Background: an optimization exercise with open tools, aiming at small area. Do not read the settings as production practice.
In this exercise RTL edits were held to simulation tests only and were not proved equivalent to the original.

[flow/design.v]
module LCD_driver(
    input system_clk, rst, run,
    input [31:0] score,
    output LCD_RW, LCD_EN, LCD_RS, LCD_RST,
    output reg [7:0] LCD_DATA
);
    localparam S0 = 3'd0, S1 = 3'd1, S1J = 3'd5, S2A = 3'd2, S2B = 3'd3, S3 = 3'd4, S4 = 3'd6;
    reg [2:0] st;
    reg [5:0] idx;
    reg [3:0] dreg;
    wire [3:0] dig;
    wire [2:0] dhi;
    LCD_conv conv(.x(score), .k(~idx[3:0]), .d(dig));
    LCD_d5 dd(.c(dreg[3:1]), .r(dhi));
    wire fresh = (idx == 6'd0);
    assign LCD_RS  = ~fresh;
    assign LCD_RW  = fresh;
    assign LCD_EN  = fresh | (st == S2A) | (st == S2B) | (st == S3);
    assign LCD_RST = (fresh & (st == S0)) | (st == S1J);
    wire go4 = (run & ~idx[5]) | (idx[5] & (idx[4] | (idx[3:0] == 4'd0)));
    always @(posedge system_clk) begin
        if (st == S1) dreg <= dig;
        if (rst) begin
            st <= S0;
            idx <= 6'd0;
        end else begin
            case (st)
                S0:  st <= go4 ? S4 : S1;
                S1:  begin st <= S2A; idx <= idx + 6'd1; end
                S1J: begin st <= S2A; idx <= 6'd33; end
                S2A: st <= S2B;
                S2B: st <= S3;
                S3:  st <= S0;
                S4:  st <= run ? S1J : S4;
                default: st <= 3'bxxx;
            endcase
        end
    end
    always @* begin
        case (idx)
            6'd0:  LCD_DATA = 8'h00;
            6'd1:  LCD_DATA = 8'h28;  
            6'd2:  LCD_DATA = 8'h45;  
            6'd3:  LCD_DATA = 8'h4C;  
            6'd4:  LCD_DATA = 8'h4C;  
            6'd5:  LCD_DATA = 8'h4F;  
            6'd6:  LCD_DATA = 8'h01;  
            6'd7, 6'd8, 6'd9, 6'd10, 6'd11, 6'd12, 6'd13, 6'd14, 6'd15, 6'd16:
                   LCD_DATA = 8'h5F;  
            6'd17: LCD_DATA = 8'h30;  
            6'd18: LCD_DATA = 8'h52;  
            6'd19: LCD_DATA = 8'h45;  
            6'd20: LCD_DATA = 8'h53;  
            6'd21: LCD_DATA = 8'h53;  
            6'd22: LCD_DATA = 8'h5F;  
            6'd23: LCD_DATA = 8'h52;  
            6'd24: LCD_DATA = 8'h55;  
            6'd25: LCD_DATA = 8'h4E;  
            6'd26: LCD_DATA = 8'h01;  
            6'd27, 6'd28, 6'd29, 6'd30, 6'd31, 6'd32:
                   LCD_DATA = 8'h5F;  
            6'd33: LCD_DATA = 8'h33;  
            6'd34: LCD_DATA = 8'h43;  
            6'd35: LCD_DATA = 8'h4F;  
            6'd36: LCD_DATA = 8'h52;  
            6'd37: LCD_DATA = 8'h45;  
            6'd38: LCD_DATA = 8'h1A;  
            default: LCD_DATA = {4'h3, dhi, dreg[0]};
        endcase
    end
endmodule
module LCD_conv(input [31:0] x, input [3:0] k, output reg [3:0] d);
    wire [31:0] y0;
    wire [28:0] y1;
    wire [25:0] y2;
    wire [22:0] y3;
    wire [18:0] y4;
    wire [15:0] y5;
    wire [12:0] y6;
    wire [8:0] y7;
    wire [5:0] y8;
    wire [2:0] y9;
    assign y0 = x;
    wire [2:0] s_0_30;
    LCD_e5 e0(.b(y0[31:30]), .s(s_0_30));
    wire [2:0] s_0_29; wire q_0_29;
    LCD_m5 c0_29(.s(s_0_30), .y(y0[29]), .q(q_0_29), .o(s_0_29));
    wire [2:0] s_0_28; wire q_0_28;
    LCD_m5 c0_28(.s(s_0_29), .y(y0[28]), .q(q_0_28), .o(s_0_28));
    wire [2:0] s_0_27; wire q_0_27;
    LCD_m5 c0_27(.s(s_0_28), .y(y0[27]), .q(q_0_27), .o(s_0_27));
    wire [2:0] s_0_26; wire q_0_26;
    LCD_m5 c0_26(.s(s_0_27), .y(y0[26]), .q(q_0_26), .o(s_0_26));
    wire [2:0] s_0_25; wire q_0_25;
    LCD_m5 c0_25(.s(s_0_26), .y(y0[25]), .q(q_0_25), .o(s_0_25));
    wire [2:0] s_0_24; wire q_0_24;
    LCD_m5 c0_24(.s(s_0_25), .y(y0[24]), .q(q_0_24), .o(s_0_24));
    wire [2:0] s_0_23; wire q_0_23;
    LCD_m5 c0_23(.s(s_0_24), .y(y0[23]), .q(q_0_23), .o(s_0_23));
    wire [2:0] s_0_22; wire q_0_22;
    LCD_m5 c0_22(.s(s_0_23), .y(y0[22]), .q(q_0_22), .o(s_0_22));
    wire [2:0] s_0_21; wire q_0_21;
    LCD_m5 c0_21(.s(s_0_22), .y(y0[21]), .q(q_0_21), .o(s_0_21));
    wire [2:0] s_0_20; wire q_0_20;
    LCD_m5 c0_20(.s(s_0_21), .y(y0[20]), .q(q_0_20), .o(s_0_20));
    wire [2:0] s_0_19; wire q_0_19;
    LCD_m5 c0_19(.s(s_0_20), .y(y0[19]), .q(q_0_19), .o(s_0_19));
    wire [2:0] s_0_18; wire q_0_18;
    LCD_m5 c0_18(.s(s_0_19), .y(y0[18]), .q(q_0_18), .o(s_0_18));
    wire [2:0] s_0_17; wire q_0_17;
    LCD_m5 c0_17(.s(s_0_18), .y(y0[17]), .q(q_0_17), .o(s_0_17));
    wire [2:0] s_0_16; wire q_0_16;
    LCD_m5 c0_16(.s(s_0_17), .y(y0[16]), .q(q_0_16), .o(s_0_16));
    wire [2:0] s_0_15; wire q_0_15;
    LCD_m5 c0_15(.s(s_0_16), .y(y0[15]), .q(q_0_15), .o(s_0_15));
    wire [2:0] s_0_14; wire q_0_14;
    LCD_m5 c0_14(.s(s_0_15), .y(y0[14]), .q(q_0_14), .o(s_0_14));
    wire [2:0] s_0_13; wire q_0_13;
    LCD_m5 c0_13(.s(s_0_14), .y(y0[13]), .q(q_0_13), .o(s_0_13));
    wire [2:0] s_0_12; wire q_0_12;
    LCD_m5 c0_12(.s(s_0_13), .y(y0[12]), .q(q_0_12), .o(s_0_12));
    wire [2:0] s_0_11; wire q_0_11;
    LCD_m5 c0_11(.s(s_0_12), .y(y0[11]), .q(q_0_11), .o(s_0_11));
    wire [2:0] s_0_10; wire q_0_10;
    LCD_m5 c0_10(.s(s_0_11), .y(y0[10]), .q(q_0_10), .o(s_0_10));
    wire [2:0] s_0_9; wire q_0_9;
    LCD_m5 c0_9(.s(s_0_10), .y(y0[9]), .q(q_0_9), .o(s_0_9));
    wire [2:0] s_0_8; wire q_0_8;
    LCD_m5 c0_8(.s(s_0_9), .y(y0[8]), .q(q_0_8), .o(s_0_8));
    wire [2:0] s_0_7; wire q_0_7;
    LCD_m5 c0_7(.s(s_0_8), .y(y0[7]), .q(q_0_7), .o(s_0_7));
    wire [2:0] s_0_6; wire q_0_6;
    LCD_m5 c0_6(.s(s_0_7), .y(y0[6]), .q(q_0_6), .o(s_0_6));
    wire [2:0] s_0_5; wire q_0_5;
    LCD_m5 c0_5(.s(s_0_6), .y(y0[5]), .q(q_0_5), .o(s_0_5));
    wire [2:0] s_0_4; wire q_0_4;
    LCD_m5 c0_4(.s(s_0_5), .y(y0[4]), .q(q_0_4), .o(s_0_4));
    wire [2:0] s_0_3; wire q_0_3;
    LCD_m5 c0_3(.s(s_0_4), .y(y0[3]), .q(q_0_3), .o(s_0_3));
    wire [2:0] s_0_2; wire q_0_2;
    LCD_m5 c0_2(.s(s_0_3), .y(y0[2]), .q(q_0_2), .o(s_0_2));
    wire [2:0] last_o_0; wire q_0_1;   
    LCD_m5 c0_1(.s(s_0_2), .y(y0[1]), .q(q_0_1), .o(last_o_0));
    assign y1[0] = q_0_1;
    assign y1[1] = q_0_2;
    assign y1[2] = q_0_3;
    assign y1[3] = q_0_4;
    assign y1[4] = q_0_5;
    assign y1[5] = q_0_6;
    assign y1[6] = q_0_7;
    assign y1[7] = q_0_8;
    assign y1[8] = q_0_9;
    assign y1[9] = q_0_10;
    assign y1[10] = q_0_11;
    assign y1[11] = q_0_12;
    assign y1[12] = q_0_13;
    assign y1[13] = q_0_14;
    assign y1[14] = q_0_15;
    assign y1[15] = q_0_16;
    assign y1[16] = q_0_17;
    assign y1[17] = q_0_18;
    assign y1[18] = q_0_19;
    assign y1[19] = q_0_20;
    assign y1[20] = q_0_21;
    assign y1[21] = q_0_22;
    assign y1[22] = q_0_23;
    assign y1[23] = q_0_24;
    assign y1[24] = q_0_25;
    assign y1[25] = q_0_26;
    assign y1[26] = q_0_27;
    assign y1[27] = q_0_28;
    assign y1[28] = q_0_29;
    wire [2:0] pen0 = s_0_2;
    wire [2:0] s_1_27;
    LCD_e5 e1(.b(y1[28:27]), .s(s_1_27));
    wire [2:0] s_1_26; wire q_1_26;
    LCD_m5 c1_26(.s(s_1_27), .y(y1[26]), .q(q_1_26), .o(s_1_26));
    wire [2:0] s_1_25; wire q_1_25;
    LCD_m5 c1_25(.s(s_1_26), .y(y1[25]), .q(q_1_25), .o(s_1_25));
    wire [2:0] s_1_24; wire q_1_24;
    LCD_m5 c1_24(.s(s_1_25), .y(y1[24]), .q(q_1_24), .o(s_1_24));
    wire [2:0] s_1_23; wire q_1_23;
    LCD_m5 c1_23(.s(s_1_24), .y(y1[23]), .q(q_1_23), .o(s_1_23));
    wire [2:0] s_1_22; wire q_1_22;
    LCD_m5 c1_22(.s(s_1_23), .y(y1[22]), .q(q_1_22), .o(s_1_22));
    wire [2:0] s_1_21; wire q_1_21;
    LCD_m5 c1_21(.s(s_1_22), .y(y1[21]), .q(q_1_21), .o(s_1_21));
    wire [2:0] s_1_20; wire q_1_20;
    LCD_m5 c1_20(.s(s_1_21), .y(y1[20]), .q(q_1_20), .o(s_1_20));
    wire [2:0] s_1_19; wire q_1_19;
    LCD_m5 c1_19(.s(s_1_20), .y(y1[19]), .q(q_1_19), .o(s_1_19));
    wire [2:0] s_1_18; wire q_1_18;
    LCD_m5 c1_18(.s(s_1_19), .y(y1[18]), .q(q_1_18), .o(s_1_18));
    wire [2:0] s_1_17; wire q_1_17;
    LCD_m5 c1_17(.s(s_1_18), .y(y1[17]), .q(q_1_17), .o(s_1_17));
    wire [2:0] s_1_16; wire q_1_16;
    LCD_m5 c1_16(.s(s_1_17), .y(y1[16]), .q(q_1_16), .o(s_1_16));
    wire [2:0] s_1_15; wire q_1_15;
    LCD_m5 c1_15(.s(s_1_16), .y(y1[15]), .q(q_1_15), .o(s_1_15));
    wire [2:0] s_1_14; wire q_1_14;
    LCD_m5 c1_14(.s(s_1_15), .y(y1[14]), .q(q_1_14), .o(s_1_14));
    wire [2:0] s_1_13; wire q_1_13;
    LCD_m5 c1_13(.s(s_1_14), .y(y1[13]), .q(q_1_13), .o(s_1_13));
    wire [2:0] s_1_12; wire q_1_12;
    LCD_m5 c1_12(.s(s_1_13), .y(y1[12]), .q(q_1_12), .o(s_1_12));
    wire [2:0] s_1_11; wire q_1_11;
    LCD_m5 c1_11(.s(s_1_12), .y(y1[11]), .q(q_1_11), .o(s_1_11));
    wire [2:0] s_1_10; wire q_1_10;
    LCD_m5 c1_10(.s(s_1_11), .y(y1[10]), .q(q_1_10), .o(s_1_10));
    wire [2:0] s_1_9; wire q_1_9;
    LCD_m5 c1_9(.s(s_1_10), .y(y1[9]), .q(q_1_9), .o(s_1_9));
    wire [2:0] s_1_8; wire q_1_8;
    LCD_m5 c1_8(.s(s_1_9), .y(y1[8]), .q(q_1_8), .o(s_1_8));
    wire [2:0] s_1_7; wire q_1_7;
    LCD_m5 c1_7(.s(s_1_8), .y(y1[7]), .q(q_1_7), .o(s_1_7));
    wire [2:0] s_1_6; wire q_1_6;
    LCD_m5 c1_6(.s(s_1_7), .y(y1[6]), .q(q_1_6), .o(s_1_6));
    wire [2:0] s_1_5; wire q_1_5;
    LCD_m5 c1_5(.s(s_1_6), .y(y1[5]), .q(q_1_5), .o(s_1_5));
    wire [2:0] s_1_4; wire q_1_4;
    LCD_m5 c1_4(.s(s_1_5), .y(y1[4]), .q(q_1_4), .o(s_1_4));
    wire [2:0] s_1_3; wire q_1_3;
    LCD_m5 c1_3(.s(s_1_4), .y(y1[3]), .q(q_1_3), .o(s_1_3));
    wire [2:0] s_1_2; wire q_1_2;
    LCD_m5 c1_2(.s(s_1_3), .y(y1[2]), .q(q_1_2), .o(s_1_2));
    wire [2:0] last_o_1; wire q_1_1;   
    LCD_m5 c1_1(.s(s_1_2), .y(y1[1]), .q(q_1_1), .o(last_o_1));
    assign y2[0] = q_1_1;
    assign y2[1] = q_1_2;
    assign y2[2] = q_1_3;
    assign y2[3] = q_1_4;
    assign y2[4] = q_1_5;
    assign y2[5] = q_1_6;
    assign y2[6] = q_1_7;
    assign y2[7] = q_1_8;
    assign y2[8] = q_1_9;
    assign y2[9] = q_1_10;
    assign y2[10] = q_1_11;
    assign y2[11] = q_1_12;
    assign y2[12] = q_1_13;
    assign y2[13] = q_1_14;
    assign y2[14] = q_1_15;
    assign y2[15] = q_1_16;
    assign y2[16] = q_1_17;
    assign y2[17] = q_1_18;
    assign y2[18] = q_1_19;
    assign y2[19] = q_1_20;
    assign y2[20] = q_1_21;
    assign y2[21] = q_1_22;
    assign y2[22] = q_1_23;
    assign y2[23] = q_1_24;
    assign y2[24] = q_1_25;
    assign y2[25] = q_1_26;
    wire [2:0] pen1 = s_1_2;
    wire [2:0] s_2_24;
    LCD_e5 e2(.b(y2[25:24]), .s(s_2_24));
    wire [2:0] s_2_23; wire q_2_23;
    LCD_m5 c2_23(.s(s_2_24), .y(y2[23]), .q(q_2_23), .o(s_2_23));
    wire [2:0] s_2_22; wire q_2_22;
    LCD_m5 c2_22(.s(s_2_23), .y(y2[22]), .q(q_2_22), .o(s_2_22));
    wire [2:0] s_2_21; wire q_2_21;
    LCD_m5 c2_21(.s(s_2_22), .y(y2[21]), .q(q_2_21), .o(s_2_21));
    wire [2:0] s_2_20; wire q_2_20;
    LCD_m5 c2_20(.s(s_2_21), .y(y2[20]), .q(q_2_20), .o(s_2_20));
    wire [2:0] s_2_19; wire q_2_19;
    LCD_m5 c2_19(.s(s_2_20), .y(y2[19]), .q(q_2_19), .o(s_2_19));
    wire [2:0] s_2_18; wire q_2_18;
    LCD_m5 c2_18(.s(s_2_19), .y(y2[18]), .q(q_2_18), .o(s_2_18));
    wire [2:0] s_2_17; wire q_2_17;
    LCD_m5 c2_17(.s(s_2_18), .y(y2[17]), .q(q_2_17), .o(s_2_17));
    wire [2:0] s_2_16; wire q_2_16;
    LCD_m5 c2_16(.s(s_2_17), .y(y2[16]), .q(q_2_16), .o(s_2_16));
    wire [2:0] s_2_15; wire q_2_15;
    LCD_m5 c2_15(.s(s_2_16), .y(y2[15]), .q(q_2_15), .o(s_2_15));
    wire [2:0] s_2_14; wire q_2_14;
    LCD_m5 c2_14(.s(s_2_15), .y(y2[14]), .q(q_2_14), .o(s_2_14));
    wire [2:0] s_2_13; wire q_2_13;
    LCD_m5 c2_13(.s(s_2_14), .y(y2[13]), .q(q_2_13), .o(s_2_13));
    wire [2:0] s_2_12; wire q_2_12;
    LCD_m5 c2_12(.s(s_2_13), .y(y2[12]), .q(q_2_12), .o(s_2_12));
    wire [2:0] s_2_11; wire q_2_11;
    LCD_m5 c2_11(.s(s_2_12), .y(y2[11]), .q(q_2_11), .o(s_2_11));
    wire [2:0] s_2_10; wire q_2_10;
    LCD_m5 c2_10(.s(s_2_11), .y(y2[10]), .q(q_2_10), .o(s_2_10));
    wire [2:0] s_2_9; wire q_2_9;
    LCD_m5 c2_9(.s(s_2_10), .y(y2[9]), .q(q_2_9), .o(s_2_9));
    wire [2:0] s_2_8; wire q_2_8;
    LCD_m5 c2_8(.s(s_2_9), .y(y2[8]), .q(q_2_8), .o(s_2_8));
    wire [2:0] s_2_7; wire q_2_7;
    LCD_m5 c2_7(.s(s_2_8), .y(y2[7]), .q(q_2_7), .o(s_2_7));
    wire [2:0] s_2_6; wire q_2_6;
    LCD_m5 c2_6(.s(s_2_7), .y(y2[6]), .q(q_2_6), .o(s_2_6));
    wire [2:0] s_2_5; wire q_2_5;
    LCD_m5 c2_5(.s(s_2_6), .y(y2[5]), .q(q_2_5), .o(s_2_5));
    wire [2:0] s_2_4; wire q_2_4;
    LCD_m5 c2_4(.s(s_2_5), .y(y2[4]), .q(q_2_4), .o(s_2_4));
    wire [2:0] s_2_3; wire q_2_3;
    LCD_m5 c2_3(.s(s_2_4), .y(y2[3]), .q(q_2_3), .o(s_2_3));
    wire [2:0] s_2_2; wire q_2_2;
    LCD_m5 c2_2(.s(s_2_3), .y(y2[2]), .q(q_2_2), .o(s_2_2));
    wire [2:0] last_o_2; wire q_2_1;   
    LCD_m5 c2_1(.s(s_2_2), .y(y2[1]), .q(q_2_1), .o(last_o_2));
    assign y3[0] = q_2_1;
    assign y3[1] = q_2_2;
    assign y3[2] = q_2_3;
    assign y3[3] = q_2_4;
    assign y3[4] = q_2_5;
    assign y3[5] = q_2_6;
    assign y3[6] = q_2_7;
    assign y3[7] = q_2_8;
    assign y3[8] = q_2_9;
    assign y3[9] = q_2_10;
    assign y3[10] = q_2_11;
    assign y3[11] = q_2_12;
    assign y3[12] = q_2_13;
    assign y3[13] = q_2_14;
    assign y3[14] = q_2_15;
    assign y3[15] = q_2_16;
    assign y3[16] = q_2_17;
    assign y3[17] = q_2_18;
    assign y3[18] = q_2_19;
    assign y3[19] = q_2_20;
    assign y3[20] = q_2_21;
    assign y3[21] = q_2_22;
    assign y3[22] = q_2_23;
    wire [2:0] pen2 = s_2_2;
    wire [2:0] s_3_21;
    LCD_e5 e3(.b(y3[22:21]), .s(s_3_21));
    wire [2:0] s_3_20; wire q_3_20;
    LCD_m5 c3_20(.s(s_3_21), .y(y3[20]), .q(q_3_20), .o(s_3_20));
    wire [2:0] s_3_19; wire q_3_19;
    LCD_m5 c3_19(.s(s_3_20), .y(y3[19]), .q(q_3_19), .o(s_3_19));
    wire [2:0] s_3_18; wire q_3_18;
    LCD_m5 c3_18(.s(s_3_19), .y(y3[18]), .q(q_3_18), .o(s_3_18));
    wire [2:0] s_3_17; wire q_3_17;
    LCD_m5 c3_17(.s(s_3_18), .y(y3[17]), .q(q_3_17), .o(s_3_17));
    wire [2:0] s_3_16; wire q_3_16;
    LCD_m5 c3_16(.s(s_3_17), .y(y3[16]), .q(q_3_16), .o(s_3_16));
    wire [2:0] s_3_15; wire q_3_15;
    LCD_m5 c3_15(.s(s_3_16), .y(y3[15]), .q(q_3_15), .o(s_3_15));
    wire [2:0] s_3_14; wire q_3_14;
    LCD_m5 c3_14(.s(s_3_15), .y(y3[14]), .q(q_3_14), .o(s_3_14));
    wire [2:0] s_3_13; wire q_3_13;
    LCD_m5 c3_13(.s(s_3_14), .y(y3[13]), .q(q_3_13), .o(s_3_13));
    wire [2:0] s_3_12; wire q_3_12;
    LCD_m5 c3_12(.s(s_3_13), .y(y3[12]), .q(q_3_12), .o(s_3_12));
    wire [2:0] s_3_11; wire q_3_11;
    LCD_m5 c3_11(.s(s_3_12), .y(y3[11]), .q(q_3_11), .o(s_3_11));
    wire [2:0] s_3_10; wire q_3_10;
    LCD_m5 c3_10(.s(s_3_11), .y(y3[10]), .q(q_3_10), .o(s_3_10));
    wire [2:0] s_3_9; wire q_3_9;
    LCD_m5 c3_9(.s(s_3_10), .y(y3[9]), .q(q_3_9), .o(s_3_9));
    wire [2:0] s_3_8; wire q_3_8;
    LCD_m5 c3_8(.s(s_3_9), .y(y3[8]), .q(q_3_8), .o(s_3_8));
    wire [2:0] s_3_7; wire q_3_7;
    LCD_m5 c3_7(.s(s_3_8), .y(y3[7]), .q(q_3_7), .o(s_3_7));
    wire [2:0] s_3_6; wire q_3_6;
    LCD_m5 c3_6(.s(s_3_7), .y(y3[6]), .q(q_3_6), .o(s_3_6));
    wire [2:0] s_3_5; wire q_3_5;
    LCD_m5 c3_5(.s(s_3_6), .y(y3[5]), .q(q_3_5), .o(s_3_5));
    wire [2:0] s_3_4; wire q_3_4;
    LCD_m5 c3_4(.s(s_3_5), .y(y3[4]), .q(q_3_4), .o(s_3_4));
    wire [2:0] s_3_3; wire q_3_3;
    LCD_m5 c3_3(.s(s_3_4), .y(y3[3]), .q(q_3_3), .o(s_3_3));
    wire [2:0] s_3_2; wire q_3_2;
    LCD_m5 c3_2(.s(s_3_3), .y(y3[2]), .q(q_3_2), .o(s_3_2));
    wire [2:0] last_o_3; wire q_3_1;   
    LCD_m5 c3_1(.s(s_3_2), .y(y3[1]), .q(q_3_1), .o(last_o_3));
    assign y4[0] = q_3_1;
    assign y4[1] = q_3_2;
    assign y4[2] = q_3_3;
    assign y4[3] = q_3_4;
    assign y4[4] = q_3_5;
    assign y4[5] = q_3_6;
    assign y4[6] = q_3_7;
    assign y4[7] = q_3_8;
    assign y4[8] = q_3_9;
    assign y4[9] = q_3_10;
    assign y4[10] = q_3_11;
    assign y4[11] = q_3_12;
    assign y4[12] = q_3_13;
    assign y4[13] = q_3_14;
    assign y4[14] = q_3_15;
    assign y4[15] = q_3_16;
    assign y4[16] = q_3_17;
    assign y4[17] = q_3_18;
    assign y4[18] = q_3_19;
    wire [2:0] pen3 = s_3_2;
    wire [2:0] s_4_17;
    LCD_e5 e4(.b(y4[18:17]), .s(s_4_17));
    wire [2:0] s_4_16; wire q_4_16;
    LCD_m5 c4_16(.s(s_4_17), .y(y4[16]), .q(q_4_16), .o(s_4_16));
    wire [2:0] s_4_15; wire q_4_15;
    LCD_m5 c4_15(.s(s_4_16), .y(y4[15]), .q(q_4_15), .o(s_4_15));
    wire [2:0] s_4_14; wire q_4_14;
    LCD_m5 c4_14(.s(s_4_15), .y(y4[14]), .q(q_4_14), .o(s_4_14));
    wire [2:0] s_4_13; wire q_4_13;
    LCD_m5 c4_13(.s(s_4_14), .y(y4[13]), .q(q_4_13), .o(s_4_13));
    wire [2:0] s_4_12; wire q_4_12;
    LCD_m5 c4_12(.s(s_4_13), .y(y4[12]), .q(q_4_12), .o(s_4_12));
    wire [2:0] s_4_11; wire q_4_11;
    LCD_m5 c4_11(.s(s_4_12), .y(y4[11]), .q(q_4_11), .o(s_4_11));
    wire [2:0] s_4_10; wire q_4_10;
    LCD_m5 c4_10(.s(s_4_11), .y(y4[10]), .q(q_4_10), .o(s_4_10));
    wire [2:0] s_4_9; wire q_4_9;
    LCD_m5 c4_9(.s(s_4_10), .y(y4[9]), .q(q_4_9), .o(s_4_9));
    wire [2:0] s_4_8; wire q_4_8;
    LCD_m5 c4_8(.s(s_4_9), .y(y4[8]), .q(q_4_8), .o(s_4_8));
    wire [2:0] s_4_7; wire q_4_7;
    LCD_m5 c4_7(.s(s_4_8), .y(y4[7]), .q(q_4_7), .o(s_4_7));
    wire [2:0] s_4_6; wire q_4_6;
    LCD_m5 c4_6(.s(s_4_7), .y(y4[6]), .q(q_4_6), .o(s_4_6));
    wire [2:0] s_4_5; wire q_4_5;
    LCD_m5 c4_5(.s(s_4_6), .y(y4[5]), .q(q_4_5), .o(s_4_5));
    wire [2:0] s_4_4; wire q_4_4;
    LCD_m5 c4_4(.s(s_4_5), .y(y4[4]), .q(q_4_4), .o(s_4_4));
    wire [2:0] s_4_3; wire q_4_3;
    LCD_m5 c4_3(.s(s_4_4), .y(y4[3]), .q(q_4_3), .o(s_4_3));
    wire [2:0] s_4_2; wire q_4_2;
    LCD_m5 c4_2(.s(s_4_3), .y(y4[2]), .q(q_4_2), .o(s_4_2));
    wire [2:0] last_o_4; wire q_4_1;   
    LCD_m5 c4_1(.s(s_4_2), .y(y4[1]), .q(q_4_1), .o(last_o_4));
    assign y5[0] = q_4_1;
    assign y5[1] = q_4_2;
    assign y5[2] = q_4_3;
    assign y5[3] = q_4_4;
    assign y5[4] = q_4_5;
    assign y5[5] = q_4_6;
    assign y5[6] = q_4_7;
    assign y5[7] = q_4_8;
    assign y5[8] = q_4_9;
    assign y5[9] = q_4_10;
    assign y5[10] = q_4_11;
    assign y5[11] = q_4_12;
    assign y5[12] = q_4_13;
    assign y5[13] = q_4_14;
    assign y5[14] = q_4_15;
    assign y5[15] = q_4_16;
    wire [2:0] pen4 = s_4_2;
    wire [2:0] s_5_14;
    LCD_e5 e5(.b(y5[15:14]), .s(s_5_14));
    wire [2:0] s_5_13; wire q_5_13;
    LCD_m5 c5_13(.s(s_5_14), .y(y5[13]), .q(q_5_13), .o(s_5_13));
    wire [2:0] s_5_12; wire q_5_12;
    LCD_m5 c5_12(.s(s_5_13), .y(y5[12]), .q(q_5_12), .o(s_5_12));
    wire [2:0] s_5_11; wire q_5_11;
    LCD_m5 c5_11(.s(s_5_12), .y(y5[11]), .q(q_5_11), .o(s_5_11));
    wire [2:0] s_5_10; wire q_5_10;
    LCD_m5 c5_10(.s(s_5_11), .y(y5[10]), .q(q_5_10), .o(s_5_10));
    wire [2:0] s_5_9; wire q_5_9;
    LCD_m5 c5_9(.s(s_5_10), .y(y5[9]), .q(q_5_9), .o(s_5_9));
    wire [2:0] s_5_8; wire q_5_8;
    LCD_m5 c5_8(.s(s_5_9), .y(y5[8]), .q(q_5_8), .o(s_5_8));
    wire [2:0] s_5_7; wire q_5_7;
    LCD_m5 c5_7(.s(s_5_8), .y(y5[7]), .q(q_5_7), .o(s_5_7));
    wire [2:0] s_5_6; wire q_5_6;
    LCD_m5 c5_6(.s(s_5_7), .y(y5[6]), .q(q_5_6), .o(s_5_6));
    wire [2:0] s_5_5; wire q_5_5;
    LCD_m5 c5_5(.s(s_5_6), .y(y5[5]), .q(q_5_5), .o(s_5_5));
    wire [2:0] s_5_4; wire q_5_4;
    LCD_m5 c5_4(.s(s_5_5), .y(y5[4]), .q(q_5_4), .o(s_5_4));
    wire [2:0] s_5_3; wire q_5_3;
    LCD_m5 c5_3(.s(s_5_4), .y(y5[3]), .q(q_5_3), .o(s_5_3));
    wire [2:0] s_5_2; wire q_5_2;
    LCD_m5 c5_2(.s(s_5_3), .y(y5[2]), .q(q_5_2), .o(s_5_2));
    wire [2:0] last_o_5; wire q_5_1;   
    LCD_m5 c5_1(.s(s_5_2), .y(y5[1]), .q(q_5_1), .o(last_o_5));
    assign y6[0] = q_5_1;
    assign y6[1] = q_5_2;
    assign y6[2] = q_5_3;
    assign y6[3] = q_5_4;
    assign y6[4] = q_5_5;
    assign y6[5] = q_5_6;
    assign y6[6] = q_5_7;
    assign y6[7] = q_5_8;
    assign y6[8] = q_5_9;
    assign y6[9] = q_5_10;
    assign y6[10] = q_5_11;
    assign y6[11] = q_5_12;
    assign y6[12] = q_5_13;
    wire [2:0] pen5 = s_5_2;
    wire [2:0] s_6_11;
    LCD_e5 e6(.b(y6[12:11]), .s(s_6_11));
    wire [2:0] s_6_10; wire q_6_10;
    LCD_m5 c6_10(.s(s_6_11), .y(y6[10]), .q(q_6_10), .o(s_6_10));
    wire [2:0] s_6_9; wire q_6_9;
    LCD_m5 c6_9(.s(s_6_10), .y(y6[9]), .q(q_6_9), .o(s_6_9));
    wire [2:0] s_6_8; wire q_6_8;
    LCD_m5 c6_8(.s(s_6_9), .y(y6[8]), .q(q_6_8), .o(s_6_8));
    wire [2:0] s_6_7; wire q_6_7;
    LCD_m5 c6_7(.s(s_6_8), .y(y6[7]), .q(q_6_7), .o(s_6_7));
    wire [2:0] s_6_6; wire q_6_6;
    LCD_m5 c6_6(.s(s_6_7), .y(y6[6]), .q(q_6_6), .o(s_6_6));
    wire [2:0] s_6_5; wire q_6_5;
    LCD_m5 c6_5(.s(s_6_6), .y(y6[5]), .q(q_6_5), .o(s_6_5));
    wire [2:0] s_6_4; wire q_6_4;
    LCD_m5 c6_4(.s(s_6_5), .y(y6[4]), .q(q_6_4), .o(s_6_4));
    wire [2:0] s_6_3; wire q_6_3;
    LCD_m5 c6_3(.s(s_6_4), .y(y6[3]), .q(q_6_3), .o(s_6_3));
    wire [2:0] s_6_2; wire q_6_2;
    LCD_m5 c6_2(.s(s_6_3), .y(y6[2]), .q(q_6_2), .o(s_6_2));
    wire [2:0] last_o_6; wire q_6_1;   
    LCD_m5 c6_1(.s(s_6_2), .y(y6[1]), .q(q_6_1), .o(last_o_6));
    assign y7[0] = q_6_1;
    assign y7[1] = q_6_2;
    assign y7[2] = q_6_3;
    assign y7[3] = q_6_4;
    assign y7[4] = q_6_5;
    assign y7[5] = q_6_6;
    assign y7[6] = q_6_7;
    assign y7[7] = q_6_8;
    assign y7[8] = q_6_9;
    wire [2:0] pen6 = s_6_2;
    wire [2:0] s_7_7;
    LCD_e5 e7(.b(y7[8:7]), .s(s_7_7));
    wire [2:0] s_7_6; wire q_7_6;
    LCD_m5 c7_6(.s(s_7_7), .y(y7[6]), .q(q_7_6), .o(s_7_6));
    wire [2:0] s_7_5; wire q_7_5;
    LCD_m5 c7_5(.s(s_7_6), .y(y7[5]), .q(q_7_5), .o(s_7_5));
    wire [2:0] s_7_4; wire q_7_4;
    LCD_m5 c7_4(.s(s_7_5), .y(y7[4]), .q(q_7_4), .o(s_7_4));
    wire [2:0] s_7_3; wire q_7_3;
    LCD_m5 c7_3(.s(s_7_4), .y(y7[3]), .q(q_7_3), .o(s_7_3));
    wire [2:0] s_7_2; wire q_7_2;
    LCD_m5 c7_2(.s(s_7_3), .y(y7[2]), .q(q_7_2), .o(s_7_2));
    wire [2:0] last_o_7; wire q_7_1;   
    LCD_m5 c7_1(.s(s_7_2), .y(y7[1]), .q(q_7_1), .o(last_o_7));
    assign y8[0] = q_7_1;
    assign y8[1] = q_7_2;
    assign y8[2] = q_7_3;
    assign y8[3] = q_7_4;
    assign y8[4] = q_7_5;
    assign y8[5] = q_7_6;
    wire [2:0] pen7 = s_7_2;
    wire [2:0] s_8_4;
    LCD_e5 e8(.b(y8[5:4]), .s(s_8_4));
    wire [2:0] s_8_3; wire q_8_3;
    LCD_m5 c8_3(.s(s_8_4), .y(y8[3]), .q(q_8_3), .o(s_8_3));
    wire [2:0] s_8_2; wire q_8_2;
    LCD_m5 c8_2(.s(s_8_3), .y(y8[2]), .q(q_8_2), .o(s_8_2));
    wire [2:0] last_o_8; wire q_8_1;   
    LCD_m5 c8_1(.s(s_8_2), .y(y8[1]), .q(q_8_1), .o(last_o_8));
    assign y9[0] = q_8_1;
    assign y9[1] = q_8_2;
    assign y9[2] = q_8_3;
    wire [2:0] pen8 = s_8_2;
    wire [2:0] pen9;
    LCD_e5 e9(.b({1'b0, y9[2]}), .s(pen9));
    reg [2:0] ms; reg my1, my0;
    always @* begin
        case (k)
            4'd0: begin ms = pen0; my1 = y0[1]; my0 = y0[0]; end
            4'd1: begin ms = pen1; my1 = y1[1]; my0 = y1[0]; end
            4'd2: begin ms = pen2; my1 = y2[1]; my0 = y2[0]; end
            4'd3: begin ms = pen3; my1 = y3[1]; my0 = y3[0]; end
            4'd4: begin ms = pen4; my1 = y4[1]; my0 = y4[0]; end
            4'd5: begin ms = pen5; my1 = y5[1]; my0 = y5[0]; end
            4'd6: begin ms = pen6; my1 = y6[1]; my0 = y6[0]; end
            4'd7: begin ms = pen7; my1 = y7[1]; my0 = y7[0]; end
            4'd8: begin ms = pen8; my1 = y8[1]; my0 = y8[0]; end
            4'd9: begin ms = pen9; my1 = y9[1]; my0 = y9[0]; end
            default: begin ms = 3'bxxx; my1 = 1'bx; my0 = 1'bx; end
        endcase
    end
    wire [2:0] fs; wire unused_q;
    LCD_m5 cl(.s(ms), .y(my1), .q(unused_q), .o(fs));
    always @* d = {fs, my0};
endmodule
module LCD_m5(input [2:0] s, input y, output q, output [2:0] o);
    assign q = (s[2]) | (y & s[1]);
    assign o[0] = (~y & s[2]) | (y & ~s[1] & ~s[2]);
    assign o[1] = (~y & s[0] & ~s[2]) | (y & s[0] & s[2]);
    assign o[2] = (~s[0] & s[2]) | (~y & s[1]) | (y & s[0] & ~s[2]);
endmodule
module LCD_e5(input [1:0] b, output [2:0] s);
    assign s[0] = (b[0]);
    assign s[1] = (~b[0] & b[1]);
    assign s[2] = (b[0] & b[1]);
endmodule
module LCD_d5(input [2:0] c, output [2:0] r);
    assign r[0] = (c[0]);
    assign r[1] = (c[1]) | (c[0] & c[2]);
    assign r[2] = (~c[0] & c[2]);
endmodule
[flow/flow/run.sh]
#!/bin/bash
set -euo pipefail
W=$(pwd)
cat > "$W/area_synth.tcl" <<EOT
proc abc {args} {
  set i [lsearch -exact \$args -script]
  if {\$i >= 0} { lset args [expr {\$i + 1}] {$W/flow/area.abc} }
  yosys abc {*}\$args
}
source {$W/synth_recipe.tcl}
EOT
bash standard.sh SYNTH_SCRIPT="$W/area_synth.tcl" "BUFFER_PORTS_ARGS=-buffer_cell sky130_fd_sc_hd__buf_1" finish > "$W/standard_flow.log" 2>&1
[flow/flow/area.abc]
strash
balance -l
resub -K 6 -l
rewrite -l
resub -K 6 -N 2 -l
refactor -l
resub -K 8 -l
balance -l
resub -K 8 -N 2 -l
rewrite -l
resub -K 10 -l
rewrite -z -l
resub -K 10 -N 2 -l
balance -l
resub -K 12 -l
refactor -z -l
resub -K 12 -N 2 -l
rewrite -z -l
balance -l
balance -l
resub -K 6 -l
rewrite -l
resub -K 6 -N 2 -l
refactor -l
resub -K 8 -l
balance -l
resub -K 8 -N 2 -l
rewrite -l
resub -K 10 -l
rewrite -z -l
resub -K 10 -N 2 -l
balance -l
resub -K 12 -l
refactor -z -l
resub -K 12 -N 2 -l
rewrite -z -l
balance -l
dch -f
amap
topo
[flow/standard.sh]
#!/bin/bash
# synth_recipe.tcl (not shown) runs the flow's synth.tcl, then flattens the netlist and writes it again
# the make line also repeats each setting of config.mk as NAME=value (left out here)
make -C /OpenROAD-flow-scripts/flow DESIGN_CONFIG=/design/flow/config.mk WORK_HOME=/design/flow/orfs CLKGATE_MAP_FILE= SYNTH_SCRIPT=/design/flow/synth_recipe.tcl "${@:-finish}"
[flow/config.mk]
export PLATFORM = sky130hd
export DESIGN_NAME = LCD_driver
export DESIGN_NICKNAME = LCD_driver
export VERILOG_FILES = /design/flow/design.v
export SDC_FILE = /design/flow/constraint.sdc
export NUM_CORES = 4
export LEC_CHECK = 0
export ABC_AREA = 1
export CAP_MARGIN = 20
export CORE_MARGIN = 2
export CORE_UTILIZATION = 60
export CTS_BUF_LIST = sky130_fd_sc_hd__clkbuf_4
export PLACE_DENSITY = 0.7
export SETUP_SLACK_MARGIN = -2.0
export SLEW_MARGIN = 20
[flow/constraint.sdc]
create_clock -name core_clock -period 30.0 [get_ports {system_clk}]
set_input_delay 6.0000 -clock core_clock [delete_from_list [all_inputs] [get_ports {system_clk}]]
set_output_delay 6.0000 -clock core_clock [all_outputs]
set_load 0.01 [all_outputs]
==> insert_results.sql, run 1 <==
INSERT INTO impl_metrics (metric_group, metric, value, unit) VALUES
('timing', 'final_report_hold_violation_count', '0', ''),
('placed_design', 'place_hpwl', '12200', 'µm'),
('floorplanning', 'y_dimension_of_the_die', '105', 'µm'),
('timing', 'finalCriticalPeriod', '28.81', 'ns'),
('critical_path', 'cp_slowest_cell', 'sky130_fd_sc_hd__o41ai_1', ''),
('critical_path', 'critical_path.max_stage_delay', '0.58', 'ns'),
('yosys', 'synth_top_area_share', '17.4', '%'),
('run', 'maxCapViolations', '0', ''),
('final_layout', 'postLayoutCoreUtil', '68.0', '%'),
('hold_path', 'hp-class', 'flop to flop', ''),
('clock_network', 'cts_sinks', '13', ''),
('yosys', 'mappedNetlistArea', '6160', 'µm²'),
('timing', 'setup-violations-final', '0', ''),
('route', 'routedWlPerCell', '10.5', 'µm'),
('floorplanning', 'die_w', '105', 'µm'),
('timing', 'timing.final.max_slew_violations', '0', ''),
('floorplanning', 'dieArea', '11100', 'µm²'),
('grt', 'global_route.overflow_total', '0', ''),
('route', 'post-route-drc-count', '0', ''),
('route', 'drt_pre_antenna_iters', '5', ''),
('critical_path', 'critical_path_arrival', '28.84', 'ns'),
('yosys', 'ys_dominant_reg_cell', 'sky130_fd_sc_hd__dfxtp_1', ''),
('clock_network', 'cts_max_level', '1', ''),
('clock_network', 'clk_pin_slew_worst_paths', '0.08', 'ns'),
('clock_network', 'ctsLongestPathBuffers', '2', ''),
('grt', 'grt_util_all_layers', '25.6', '%'),
('floorplanning', 'row_count', '36', ''),
('route', 'vias', '7957', ''),
('final_layout', 'finish.net_count', '1314', ''),
('timing', 'worst_slew_pin_slew', '0.832', 'ns'),
('yosys', 'synth_async_sr_flop_share', '0', '%'),
('timing', 'worst_hold_slack', '0.519', 'ns'),
('clock_network', 'cts_hold_repair.buffers', '0', ''),
('yosys', 'yosysSeqAreaShare', '4.88', '%'),
('floorplanning', 'core', '9860', 'µm²'),
('placed_design', 'numPortBuffers', '45', ''),
('critical_path', 'rrSetupSlack', '26.74', 'ns'),
('grt', 'grt_first_pass_wirelength', '26200', 'µm'),
('clock_network', 'insertion_delay', '0.28', 'ns'),
('final_layout', 'fillCellCount', '1019', ''),
('critical_path', 'timing_worst_setup_path_type', 'input port to flop', ''),
('route', 'route.detailed.vias_per_inst', '5.66', ''),
('final_layout', 'layout-drive-gt1-share', '2.75', '%'),
('clock_network', 'cts_root_buffer', 'sky130_fd_sc_hd__clkbuf_4', ''),
('route', 'first_iter_violations', '378', ''),
('yosys', 'synth_cells', '1217', ''),
('timing', 'finClkSkew', '0.00674', 'ns'),
('critical_path', 'cp_common_cell', 'sky130_fd_sc_hd__clkinv_1', ''),
('status', 'result_of_the_run', 'no timing/DRC/antenna violations', ''),
('yosys', 'synth_edf_count', '4', ''),
('yosys', 'syn-mean-instance-area', '5.06', 'µm²'),
('timing', 'fmax', '34.7', 'MHz'),
('timing', 'fin_crit_sh', '96.0', '%'),
('grt', 'grt_pass1_vias', '6863', ''),
('yosys', 'yosysWarningCount', '2', ''),
('floorplanning', 'start_util', '62.4', '%'),
('final_layout', 'antenna_cells_inserted', '0', ''),
('critical_path', 'setup.worst_path.end_class', 'flop', ''),
('yosys', 'yosysUniqueCellTypes', '48', ''),
('yosys', 'post-synth-top-area-cell', 'sky130_fd_sc_hd__nor2_1', ''),
('clock_network', 'cts_tree', 'yes', ''),
('route', 'drt-total-wl', '14800', 'µm'),
('yosys', 'synth_area_leaders', 'sky130_fd_sc_hd__nor2_1, sky130_fd_sc_hd__o21ai_0, sky130_fd_sc_hd__clkinv_1', ''),
('critical_path', 'path_max_fanout', '5', ''),
('grt', 'grt_antenna_before_repair', '0', ''),
('critical_path', 'worst-endpoint-required', '30.03', 'ns'),
('timing', 'relSlewSlack', '43.8', '%'),
('grt', 'grt_start_max_net_pins', '10', ''),
('final_layout', 'area_growth', '8.94', '%'),
('route', 'antenna_violating_nets_post_route', '0', ''),
('critical_path', 'path_delay_family', 'compound AO/OA/AOI/OAI gates', ''),
('placed_design', 'place_congestion', '0.916', ''),
('yosys', 'ys_seq_elements', '13', ''),
('clock_network', 'inserted_clock_buffers', '3', ''),
('critical_path', 'crit_path_start_kind', 'input port', ''),
('yosys', 'synth_fp_nets', '1256', ''),
('critical_path', 'worstPathBufferInverterCount', '23', ''),
('floorplanning', 'boundaryPins', '47', '');
-- worst min-delay path, stage by stage (launching register included) --
cell and delay [ns]:
sky130_fd_sc_hd__dfxtp_1 0.32, sky130_fd_sc_hd__nand3_1 0.07, sky130_fd_sc_hd__a31oi_1 0.08
-- cell type report --
type                            instances  area [µm²]  share of cell area, %
Multi-Input combinational cell        965        5080                   75.7
Clock buffer                            4        30.0                  0.448
Inverter                              238         893                   13.3
Sequential cell                        13         300                   4.48
Timing Repair Buffer                   54         238                   3.54
Tap cell                              133         166                   2.48
-- path summary, 6_finish.rpt --
path | startpoint | to | cells after the start
setup / recovery | score[29] | dreg[3]$_DFFE_PP_ | 121
hold / removal | st[1]$_SDFF_PP0_ | st[2]$_SDFF_PP0_ | 2
setup reg to reg | idx[2]$_SDFFE_PP0P_ | dreg[3]$_DFFE_PP_ | 12
hold reg to reg | st[1]$_SDFF_PP0_ | st[2]$_SDFF_PP0_ | 2
-- through the flow --
| stage | setup WS, ns | area (µm²) | setup TNS, ns | cells |
|---|---|---|---|---|
| 2_1_floorplan | 4.10 | 6160 | 0 | 1217 |
| 3_3_place_gp | 0.741 | 6490 | 0 | 1394 |
| 3_5_place_dp | 0.286 | 6490 | 0 | 1394 |
| 4_1_cts | 0.418 | 6520 | 0 | 1398 |
| 5_1_grt | -2.26 | 6710 | -8.54 | 1407 |
| 6_report | 1.19 | 6710 | 0 | 1407 |
-- cells by family after synthesis --
family          share of synthesized area (%)
simple gates                             35.5
buf+inv                                  14.6
compound gates                           44.1
fa+ha+maj                               0.813
other cells                            0.0609
flops                                    4.88
-- placed cells by master, fill, tap and decap left out, types with 29 or more instances in the layout --
master / netlist / layout
sky130_fd_sc_hd__nor3_1: 38 / 38
sky130_fd_sc_hd__a31oi_1: 42 / 29
sky130_fd_sc_hd__nand2_1: 89 / 89
sky130_fd_sc_hd__clkinv_1: 238 / 237
sky130_fd_sc_hd__o22ai_1: 39 / 39
sky130_fd_sc_hd__nor2b_1: 30 / 30
sky130_fd_sc_hd__a21oi_1: 58 / 57
sky130_fd_sc_hd__o21ai_0: 196 / 190
sky130_fd_sc_hd__nor2_1: 285 / 285
sky130_fd_sc_hd__buf_1: 0 / 44
-- flip-flops by register name (all words and copies together) (netlist names) --
signal,flops
idx,6
dreg,4
st,3
-- per-layer routing --
layer | routed length [µm] | vias up | part of all wire (%) | GRT usage (%)
li1 | - | 4405 | - | -
met1 | 7990 | 3436 | 54 | 35.2
met2 | 6320 | 108 | 43 | 45.4
met3 | 422 | 8 | 2.9 | 1.67
met4 | 49 | 0 | 0.33 | 2.19
met5 | 0 | - | 0 | 0
-- Yosys cell counts (2+ instances only) --
master,n
sky130_fd_sc_hd__nor4_1,8
sky130_fd_sc_hd__a2111o_1,2
sky130_fd_sc_hd__nor2_1,285
sky130_fd_sc_hd__a221o_1,2
sky130_fd_sc_hd__edfxtp_1,4
sky130_fd_sc_hd__o211ai_1,17
sky130_fd_sc_hd__o22ai_1,39
sky130_fd_sc_hd__o21bai_1,5
sky130_fd_sc_hd__a21oi_1,58
sky130_fd_sc_hd__nand3_1,15
sky130_fd_sc_hd__a22oi_1,7
sky130_fd_sc_hd__o31ai_1,13
sky130_fd_sc_hd__o31a_1,2
sky130_fd_sc_hd__a31oi_1,42
sky130_fd_sc_hd__and3_1,2
sky130_fd_sc_hd__o221ai_1,15
sky130_fd_sc_hd__dfxtp_1,9
sky130_fd_sc_hd__a311oi_1,2
sky130_fd_sc_hd__nor2b_1,30
sky130_fd_sc_hd__a211oi_1,3
sky130_fd_sc_hd__ha_1,4
sky130_fd_sc_hd__a21o_1,4
sky130_fd_sc_hd__or3_1,12
sky130_fd_sc_hd__o32ai_1,5
sky130_fd_sc_hd__nor3_1,38
sky130_fd_sc_hd__o41ai_1,3
sky130_fd_sc_hd__o21ai_0,196
sky130_fd_sc_hd__o21a_1,21
sky130_fd_sc_hd__nand2_1,89
sky130_fd_sc_hd__o22a_1,2
sky130_fd_sc_hd__or2_0,24
sky130_fd_sc_hd__nor3b_1,3
sky130_fd_sc_hd__clkinv_1,238
sky130_fd_sc_hd__a21boi_0,4
-- what timing repair did --
| item | CTS | global route |
|---|---|---|
| setup endpoints to repair | 0 | 4 |
| setup buffers | 0 | 9 |
| endpoints found under the hold margin | 0 | 0 |
| resized for setup | 0 | 29 |
==> run 2, diff against run 1 <==
--- a/flow/flow/run.sh
+++ b/flow/flow/run.sh
@@ -11,2 +11,2 @@
 EOT
-bash standard.sh SYNTH_SCRIPT="$W/area_synth.tcl" "BUFFER_PORTS_ARGS=-buffer_cell sky130_fd_sc_hd__buf_1" finish > "$W/standard_flow.log" 2>&1
+bash standard.sh SYNTH_SCRIPT="$W/area_synth.tcl" "BUFFER_PORTS_ARGS=-buffer_cell sky130_fd_sc_hd__buf_1" SETUP_SLACK_MARGIN=-2.5 finish > "$W/standard_flow.log" 2>&1
--- a/flow/config.mk
+++ b/flow/config.mk
@@ -13,3 +13,2 @@
 export PLACE_DENSITY = 0.7
-export SETUP_SLACK_MARGIN = -2.0
 export SLEW_MARGIN = 20
==> insert_results.sql, run 2 <==
INSERT INTO impl_metrics (metric_group, metric, value, unit) VALUES
('yosys', 'syn-mean-instance-area', '5.06', 'µm²'),
('critical_path', 'worstPathBufferInverterCount', '44', ''),
('yosys', 'yosysSeqAreaShare', '4.88', '%'),
('critical_path', 'worstReg2RegEnd', 'dreg[3]$_DFFE_PP_', ''),
('grt', 'grt_antenna_before_repair', '0', ''),
('yosys', 'netlist_top_cells_count', 'sky130_fd_sc_hd__nor2_1, sky130_fd_sc_hd__clkinv_1, sky130_fd_sc_hd__o21ai_0, sky130_fd_sc_hd__nand2_1, sky130_fd_sc_hd__a21oi_1', ''),
('final_layout', 'finish.net_count', '1309', ''),
('critical_path', 'worst-endpoint-required', '30.03', 'ns'),
('yosys', 'synth_cells', '1217', ''),
('final_layout', 'largest_register_ff_count', '6', ''),
('hold_path', 'hp-class', 'flop to flop', ''),
('critical_path', 'critical_path.reg2reg.startpoint', 'idx[3]$_SDFFE_PP0P_', ''),
('clock_network', 'clk_pin_slew_worst_paths', '0.08', 'ns'),
('grt', 'global_route.overflow_total', '0', ''),
('final_layout', 'final_non_filler_cells', '1402', ''),
('placed_design', 'dp_cells', '1394', ''),
('timing', 'worst_hold_slack', '0.519', 'ns'),
('yosys', 'synth_top_area_share', '17.4', '%'),
('critical_path', 'ff2ff_path_depth', '12', ''),
('timing', 'fmax', '34.5', 'MHz'),
('yosys', 'yosysWarningCount', '2', ''),
('timing', 'fin_crit_sh', '96.7', '%'),
('critical_path', 'timing_worst_setup_path_type', 'input port to flop', ''),
('timing', 'final_report_hold_violation_count', '0', ''),
('route', 'first_iter_violations', '399', ''),
('grt', 'grtUsageMet2', '45.4', '%'),
('yosys', 'ys_seq_elements', '13', ''),
('floorplanning', 'die_w', '105', 'µm'),
('final_layout', 'antenna_cells_inserted', '0', ''),
('yosys', 'synth_edf_count', '4', ''),
('yosys', 'yosysUniqueCellTypes', '48', ''),
('clock_network', 'cts_max_level', '1', ''),
('critical_path', 'cp_slowest_cell', 'sky130_fd_sc_hd__o31ai_2', ''),
('yosys', 'synth_fp_nets', '1256', ''),
('final_layout', 'area_growth', '8.13', '%'),
('clock_network', 'cts_sinks', '13', ''),
('clock_network', 'inserted_clock_buffers', '3', ''),
('route', 'routedWlPerCell', '10.5', 'µm'),
('critical_path', 'path_delay_family', 'compound AO/OA/AOI/OAI gates', ''),
('critical_path', 'cp_common_cell', 'sky130_fd_sc_hd__clkinv_1', ''),
('route', 'post-route-drc-count', '0', ''),
('clock_network', 'insertion_delay', '0.28', 'ns'),
('clock_network', 'cts_tree', 'yes', ''),
('grt', 'grt_util_all_layers', '25.6', '%'),
('clock_network', 'cts_hold_repair.buffers', '0', ''),
('final_layout', 'most-common-layout-cells', 'sky130_fd_sc_hd__nor2_1, sky130_fd_sc_hd__clkinv_1, sky130_fd_sc_hd__o21ai_0', ''),
('grt', 'global_route.usage.met3', '1.67', '%'),
('timing', 'relSlewSlack', '44.6', '%'),
('yosys', 'mappedNetlistArea', '6160', 'µm²'),
('grt', 'grt_first_pass_wirelength', '26200', 'µm'),
('yosys', 'yosysMostFrequentCell', 'sky130_fd_sc_hd__nor2_1', ''),
('floorplanning', 'dieArea', '11100', 'µm²'),
('floorplanning', 'row_count', '36', ''),
('grt', 'grtUsageMet1', '35.2', '%'),
('floorplanning', 'y_dimension_of_the_die', '105', 'µm'),
('route', 'antenna_violating_nets_post_route', '0', ''),
('grt', 'busiest_layer', 'met2', ''),
('clock_network', 'ctsLongestPathBuffers', '2', ''),
('status', 'result_of_the_run', 'no timing/DRC/antenna violations', ''),
('critical_path', 'setup.worst_path.end_class', 'flop', ''),
('critical_path', 'worst_setup_path_startpoint', 'score[29]', ''),
('yosys', 'ys_dominant_reg_cell', 'sky130_fd_sc_hd__dfxtp_1', ''),
('critical_path', 'critical_path.max_stage_delay', '0.38', 'ns'),
('timing', 'worst_slew_pin_slew', '0.821', 'ns'),
('critical_path', 'path_max_fanout', '5', ''),
('hold_path', 'holdPathStages', '2', ''),
('route', 'drt_pre_antenna_iters', '5', '');
==> run 2: cell counts after synthesis <==
No cell type changed its count.
==> run 2: cells by family (layout without fill, tap and decap cells) <==
logic type | after synthesis | count (layout) | synth area share (%)
AND/OR/NAND/NOR | 509 | 509 | 35.5
AO/OA/AOI/OAI | 451 | 451 | 44.1
buffers and inverters | 239 | 291 | 14.6
flip-flops | 13 | 13 | 4.88
adder cells (fa/ha/maj) | 4 | 4 | 0.813
other | 1 | 1 | 0.0609
==> run 2: what timing repair did <==
| item | CTS | global route |
|---|---|---|
| gates resized for setup | 0 | 24 |
| setup endpoints to repair | 0 | 4 |
| buffers inserted | 0 | 4 |
==> run 2: worst min-delay path: cells and delay by family, from the launching register on <==
| kind | cells | cell delay, ns |
|---|---|---|
| AO/OA/AOI/OAI | 1 | 0.08 |
| AND/OR/NAND/NOR | 1 | 0.07 |
| flip-flops | 1 | 0.32 |
==> run 2: per-stage QoR <==
stage	utilization, %	instance area, µm²	setup TNS [ns]
6_report	67.5	6660	0
4_1_cts	66.1	6520	0
2_1_floorplan	-	6160	0
3_3_place_gp	65.8	6490	0
5_1_grt	67.5	6660	-9.85
3_5_place_dp	65.8	6490	0
==> run 2: cell type report <==
type | count | area (µm²)
sequential | 13 | 300
multi-input combinational | 965 | 5070
fill | 1023 | 3210
clock buffer | 4 | 30.0
tap | 133 | 166
timing repair buffer | 49 | 200
inverter | 238 | 893
==> run 2: how the worst min path moves through the flow <==
stage                                 from               end  slack (ns)
after floorplan           st[1]$_SDFF_PP0_  st[2]$_SDFF_PP0_        0.46
after global placement    st[1]$_SDFF_PP0_  st[2]$_SDFF_PP0_        0.50
after detailed placement  st[1]$_SDFF_PP0_  st[2]$_SDFF_PP0_        0.50
after CTS                 st[1]$_SDFF_PP0_  st[2]$_SDFF_PP0_        0.51
after global routing      st[1]$_SDFF_PP0_  st[2]$_SDFF_PP0_        0.53
final                     st[1]$_SDFF_PP0_  st[2]$_SDFF_PP0_        0.52
==> run 2: layer usage <==
layer,vias to the layer above,routed length [µm]
li1,4396,-
met4,0,49
met3,8,444
met1,3401,7910
met2,116,6260
met5,-,0

## port drivers added, routing unchanged
In the flow no input, the clock included, has a driving cell. The finished layouts below were timed again as built, in two steps. Step 1: set_driving_cell puts a clkbuf_16 on system_clk and a buf_2 on each other input, an assumption about the parent block. Step 2 adds t to the input delays and takes it off the output delays; t is the mean of the earliest and latest rising clock arrival at the registers after step 1. Input paths then give back, and output paths get back, about the clock's delay inside the block. a / b / c = ideal / step 1 / step 2; a / b = the first two.
run	t (ns)	setup slack, ns	worst register clock-pin slew, ns	pins driven straight from the clock port
run 1	0.296	1.192 / 1.188 / 0.891	0.08 / 0.08	1
run 2	0.296	0.985 / 0.982 / 0.685	0.08 / 0.08	1
After both steps every run listed still meets setup and hold. The setup slack of run 1, which loses most, moves by -0.004 ns with the drivers and by -0.301 ns with both steps.
